This is an optimization exercise on Yosys and OpenROAD, whose aim is small area, not a production implementation. The RTL was checked by simulation tests, not by an equivalence proof against the original design.

// bmp280_spi_uart_v2005
module bmp280_spi_uart_v2005
#(
  parameter CLK_HZ = 50000,
  parameter BAUD   = 5000,
  parameter SCK_HZ = 12500
)(
  input  wire clk,
  input  wire rst_n,
  output wire spi_csn,
  output wire spi_sck,
  output wire spi_mosi,
  input  wire spi_miso,
  output wire uart_tx
);
  reg [6:0] g;                  
  wire [5:0] t = g[5:0];
  wire eow = (t == 6'd63);
  reg [6:0] pc;
  reg [7:0] j;
  reg first, f2;
  wire [1:0] cls;
  wire [4:0] xs;
  wire [3:0] ys;
  wire [3:0] ki;
  wire [2:0] msrc;
  wire [3:0] jc;
  wire [1:0] jend;
  wire mmul;
  wire fsub;
  wire clr;
  wire mdiv;
  wire mdve;
  wire md10;
  wire conv;
  wire isT;
  wire [1:0] subm;
  wire dA;
  wire dB;
  wire dC;
  wire dD;
  wire [1:0] bw;
  wire bsx;
  wire tinv;
  wire ltsign;
  wire lnz;
  wire ldsign;
  wire nzg;
  wire [7:0] chr;
  wire [1:0] ctype;
  wire [2:0] spit;
  wire lastpc;
  assign cls[0] = (pc == 7'd1) | (pc == 7'd19) | (pc == 7'd28) | (pc == 7'd29) | (pc == 7'd30) | (pc == 7'd32) | (pc == 7'd34) | (pc == 7'd35) | (pc == 7'd36) | (pc == 7'd105);
  ...
==> flow/config.mk <==
export PLATFORM = sky130hd
export DESIGN_NAME = bmp280_spi_uart_v2005
export DESIGN_NICKNAME = bmp280_spi_uart_v2005
export VERILOG_FILES = /design/flow/design.v
export SDC_FILE = /design/flow/constraint.sdc
export NUM_CORES = 8
export LEC_CHECK = 0
export ABC_AREA = 1
export CAP_MARGIN = 20
export CORE_MARGIN = 2
export CORE_UTILIZATION = 55
export GPL_TIMING_DRIVEN = 0
export PLACE_DENSITY = 0.7
export SLEW_MARGIN = 20
export SYNTH_MEMORY_MAX_BITS = 16384
==> flow/constraint.sdc <==
create_clock -name core_clock -period 1000.0 [get_ports {clk}]
set_input_delay 200.0000 -clock core_clock [delete_from_list [all_inputs] [get_ports {clk}]]
set_output_delay 200.0000 -clock core_clock [all_outputs]
set_load 0.01 [all_outputs]
standard.sh (not shown) runs the stock make flow with config.mk's settings and CLKGATE_MAP_FILE= SYNTH_SCRIPT=/design/flow/synth_recipe.tcl, a recipe that flattens the netlist after the stock synthesis.
==> flow/flow/run.sh <==
#!/bin/bash
# Own layout flow:
#  1. the standard synthesis (standard.sh synth), unchanged;
#  2. its combinational logic re-mapped for area with a stronger ABC script
#     (resynth.ys, opt.abc: ABC's &deepsyn, tried with four random seeds in
#     parallel, the smallest result kept); every register instance is kept as
#     it is, same name and cell;
#  3. the standard layout from that netlist, with clock tree synthesis
#     using clkbuf_4 clusters and no dummy loads.
# Each tool's output goes to a log file of its own in this folder.
set -euo pipefail
W=$PWD
R=$W/orfs/results/$FLOW_PLATFORM/bmp280_spi_uart_v2005/base
L=$W/orfs/logs/$FLOW_PLATFORM/bmp280_spi_uart_v2005/base
bash standard.sh synth > log_1_standard_synth.txt 2>&1
cp "$R/1_2_yosys.v" "$W/synth_standard.v"
LIB=$FLOW_HOME/platforms/$FLOW_PLATFORM/lib/sky130_fd_sc_hd__tt_025C_1v80.lib
DU=$(grep -o -- '-dont_use [A-Za-z0-9_]*' "$L/1_2_yosys.log" | sort -u | tr '\n' ' ')
YOSYS=$FLOW_HOME/../tools/install/yosys/bin/yosys
[ -x "$YOSYS" ] || YOSYS=yosys
for s in 0 1 2 3; do
  sed -e "s|@SEED@|$s|g" flow/opt.abc > "$W/opt_$s.abc"
  sed -e "s|@LIB@|$LIB|g" -e "s|@DU@|$DU|g" -e "s|@IN@|$W/synth_standard.v|g" \
      -e "s|@OUT@|$W/synth_resynth_$s.v|g" -e "s|@ABC@|$W/opt_$s.abc|g" -e "s|@TOP@|$FLOW_TOP|g" \
      flow/resynth.ys > "$W/resynth_run_$s.ys"
  "$YOSYS" -s "$W/resynth_run_$s.ys" > "log_2_resynth_$s.txt" 2>&1 &
done
wait
best=""; bestarea=""
for s in 0 1 2 3; do
  a=$(grep 'Chip area' "log_2_resynth_$s.txt" | tail -1 | awk '{print $NF}')
  echo "seed $s area $a" >> log_2_resynth_pick.txt
  if [ -n "$a" ] && [ -s "$W/synth_resynth_$s.v" ]; then
    if [ -z "$best" ] || awk "BEGIN{exit !($a < $bestarea)}"; then best=$s; bestarea=$a; fi
  fi
done
echo "picked seed $best area $bestarea" >> log_2_resynth_pick.txt
cp "$W/synth_resynth_$best.v" "$R/1_2_yosys.v"
rm -f "$R/1_synth.odb" "$R/1_synth.sdc"
bash standard.sh "CTS_ARGS=-sink_clustering_enable -repair_clock_nets -dont_use_dummy_load -buf_list sky130_fd_sc_hd__clkbuf_4 -sink_clustering_size 10 -sink_clustering_max_diameter 35" finish > log_3_standard_layout.txt 2>&1
Other scripts of this flow, unchanged in this note and not shown: flow/flow/opt.abc, flow/flow/resynth.ys
Change:
--- a/flow/design.v
+++ b/flow/design.v
@@ -127,15 +127,15 @@
     4'd12: jsn = 8'd75;
     4'd13: jsn = 8'd199;
     default: jsn = j;    
   endcase
   reg [63:0] A, B, C;
   reg [31:0] D;                 
   reg [191:0] KR;               
-  reg Aprev, sxf, ks, mcap, m, cy, q1, q2, c5, rsign, dsign, tsign, nz, z0;
+  reg Aprev, sxf, ks, mcap, m, cy, c5, rsign, sgn, nz;
   reg [2:0] r5;
   reg [3:0] dg;
   wire isALU  = (cls == 2'd0);
   wire isCHAR = (cls == 2'd2);
   wire isSPI  = (cls == 2'd3);
   wire raw    = (spit == 3'd5);
   wire bitend = raw ? eow : (t[4:0] == 5'd31);
@@ -237,15 +237,15 @@
       5'd17: xm = (t >= 6'd17);
       5'd18: xm = (t >= 6'd16);
       5'd19: xm = (t >= 6'd33);
       default: xm = 1'b0;
     endcase
   end
   wire X = xr & ~xm;
-  wire tiv = tinv & tsign;
+  wire tiv = tinv & sgn;
   wire dgs = (t == 6'd0) ? dg[1] : (t == 6'd1) ? dg[2] : (t == 6'd2) ? dg[3] : 1'b0;
   reg yr;
   always @* case (ys)
     4'd1: yr = (bsx & (t > 6'd32)) ? sxf : B[63];
     4'd2: yr = C[63];
     4'd3: yr = ~t[5] & (D[31] ^ tiv);
     4'd4: yr = A[63];
@@ -257,21 +257,21 @@
     4'd10: yr = (t >= 6'd33) & (t <= 6'd40) & B[63];
     default: yr = 1'b0;
   endcase
   reg sub;
   always @* begin
     if (mmul) sub = f2 & fsub;
     else if (mdiv) sub = f2 | ~rsign;
-    else case (subm) 2'd1: sub = 1'b1; 2'd2: sub = rsign; 2'd3: sub = dsign; default: sub = 1'b0; endcase
+    else case (subm) 2'd1: sub = 1'b1; 2'd2: sub = rsign; 2'd3: sub = sgn; default: sub = 1'b0; endcase
   end
   wire yg  = mmul ? (yr & m) : yr;
   wire Y   = yg ^ sub;
   wire cin = (t == 6'd0) ? (sub | tiv) : cy;
   wire Z   = X ^ Y ^ cin;
-  wire q   = Z ^ q2 ^ c5;
+  wire q   = Z ^ A[1] ^ c5;
   wire W   = md10 ? q : Z;
   wire [2:0] msel = msrc;
   wire [7:0] jn = j - 8'd1;
   reg mbit;
   wire c3125 = (t == 6'd0) | (t == 6'd1) | (t == 6'd3) | (t == 6'd6) | (t == 6'd7) | (t == 6'd8) | (t == 6'd9) | (t == 6'd12) | (t == 6'd13) | (t == 6'd14) | (t == 6'd15);
   always @* case (msel)
     3'd0: mbit = (bsx & (t > 6'd32)) ? sxf : B[63]; 3'd1: mbit = C[63]; 3'd3: mbit = kst; default: mbit = c3125;
@@ -294,30 +294,28 @@
   wire [3:0] r5s = {1'b0, r5} + {1'b0, wt};
   always @* begin
     case (t[1:0]) 2'd0: wt = 3'd1; 2'd1: wt = 3'd2; 2'd2: wt = 3'd4; default: wt = 3'd3; endcase
     if (t == 6'd0) r5n = {2'b00, W};
     else if (!W) r5n = r5;
     else r5n = r5s[3:0] >= 4'd5 ? r5s - 4'd5 : r5s[2:0];
   end
-  wire [3:0] crt = (r5[0] == z0) ? {1'b0, r5} : ({1'b0, r5} + 4'd5);
+  wire [3:0] crt = (r5[0] == A[62]) ? {1'b0, r5} : ({1'b0, r5} + 4'd5);
   always @(posedge clk) begin
     Aprev <= A[63];
     cy <= (X & Y) | (X & cin) | (Y & cin);
-    if (eow) begin q1 <= 1'b0; q2 <= 1'b0; c5 <= 1'b0; end
-    else begin q1 <= q; q2 <= q1; c5 <= (q & q2) | (q & c5) | (q2 & c5); end
+    c5 <= ~eow & ((q & A[1]) | (q & c5) | (A[1] & c5));
     if (bsx ? (t == 6'd32) : (t == 6'd31)) sxf <= bsx ? B[63] : A[63];
     if (t == 6'd15) ks <= ko;
     if (capt) mcap <= mbit;
     if (eow) m <= (jn[5:0] == 6'd63) ? mbit : mcap;
     if (eow) rsign <= W;
-    if (isALU & ldsign & (t == 6'd0)) dsign <= rsign;
-    if (isALU & ltsign & (t == 6'd31)) tsign <= W;
+    if (isALU & ldsign & (t == 6'd0)) sgn <= rsign;
+    else if (isALU & ltsign & (t == 6'd31)) sgn <= W;
     if (isALU & lnz) nz <= (t == 6'd0) ? W : (nz | W);
     r5 <= r5n;
-    if (t == 6'd0) z0 <= W;
     if (isALU & conv & eow) dg <= crt;
     else if (isCHAR & g[6] & (t[5:2] == j[3:0])) dg <= {(j[3:2] == 2'b11) ? kout[11] : B[63], dg[3:1]};
   end
   reg [2:0] bidx;
   always @* begin
     if (g < 7'd24) bidx = 3'd0;
     else if (g < 7'd35) bidx = 3'd1;
@@ -327,12 +325,12 @@
     else if (g < 7'd79) bidx = 3'd5;
     else if (g < 7'd90) bidx = 3'd6;
     else bidx = 3'd7;
   end
   wire hexa = dg[3] & (dg[2] | dg[1]);
   wire [7:0] chv = (ctype == 2'd1 || (ctype == 2'd2 && !hexa)) ? {4'h3, dg} :
                    (ctype == 2'd2) ? {4'h4, dg + 4'd7} : chr;
-  wire emit = isCHAR & ~((ctype == 2'd3) & ~tsign) & (pc != 7'd0);
+  wire emit = isCHAR & ~((ctype == 2'd3) & ~sgn) & (pc != 7'd0);
   wire ustart = (g < 7'd13);
   wire ustop  = (g >= 7'd101);
   assign uart_tx = ~emit | (~ustart & (ustop | chv[bidx]));
 endmodule
The new run finished with timing, DRC and antenna clean.
Maximum frequency hardly moves.
Design area goes down by 1.2%.
Core utilization goes down by 0.36 points.
Critical path depth goes up by 1.
Clock-buffer cell count goes down by 1.
Sequential share of layout area goes up by 0.10 points.
Global-route usage goes down by 2.2 points.
First-iteration DRC count goes up by 21%.
Worst setup slack degrades by 5.0 ps.

## afterwards: timing with drivers on the ports
In the flow no input, the clock included, has a driving cell. The finished layouts below were timed again as built, in two steps.
Step 1, drivers: a clkbuf_16 drives clk and a buf_2 each remaining input, both assumed.
Step 2 moves the port delays by t, midway between the first and last clock arrival at a register: inputs arrive t later, outputs are due t later. That takes back most of the time a late clock gives input paths.
Slacks: ideal / step 1 / step 2; pairs: ideal / step 1.
run	t (ns)	slack for setup (ns)	worst hold slack (ns)	worst setup path at the end	cell pins on the clock port's net
the first run	0.719	792.752 / 792.710 / 793.429	0.272 / 0.272 / 0.272	register to output	1
the second run	0.708	792.747 / 792.707 / 793.414	0.294 / 0.294 / 0.294	register to output	1
After both steps setup and hold are still met in every run listed.
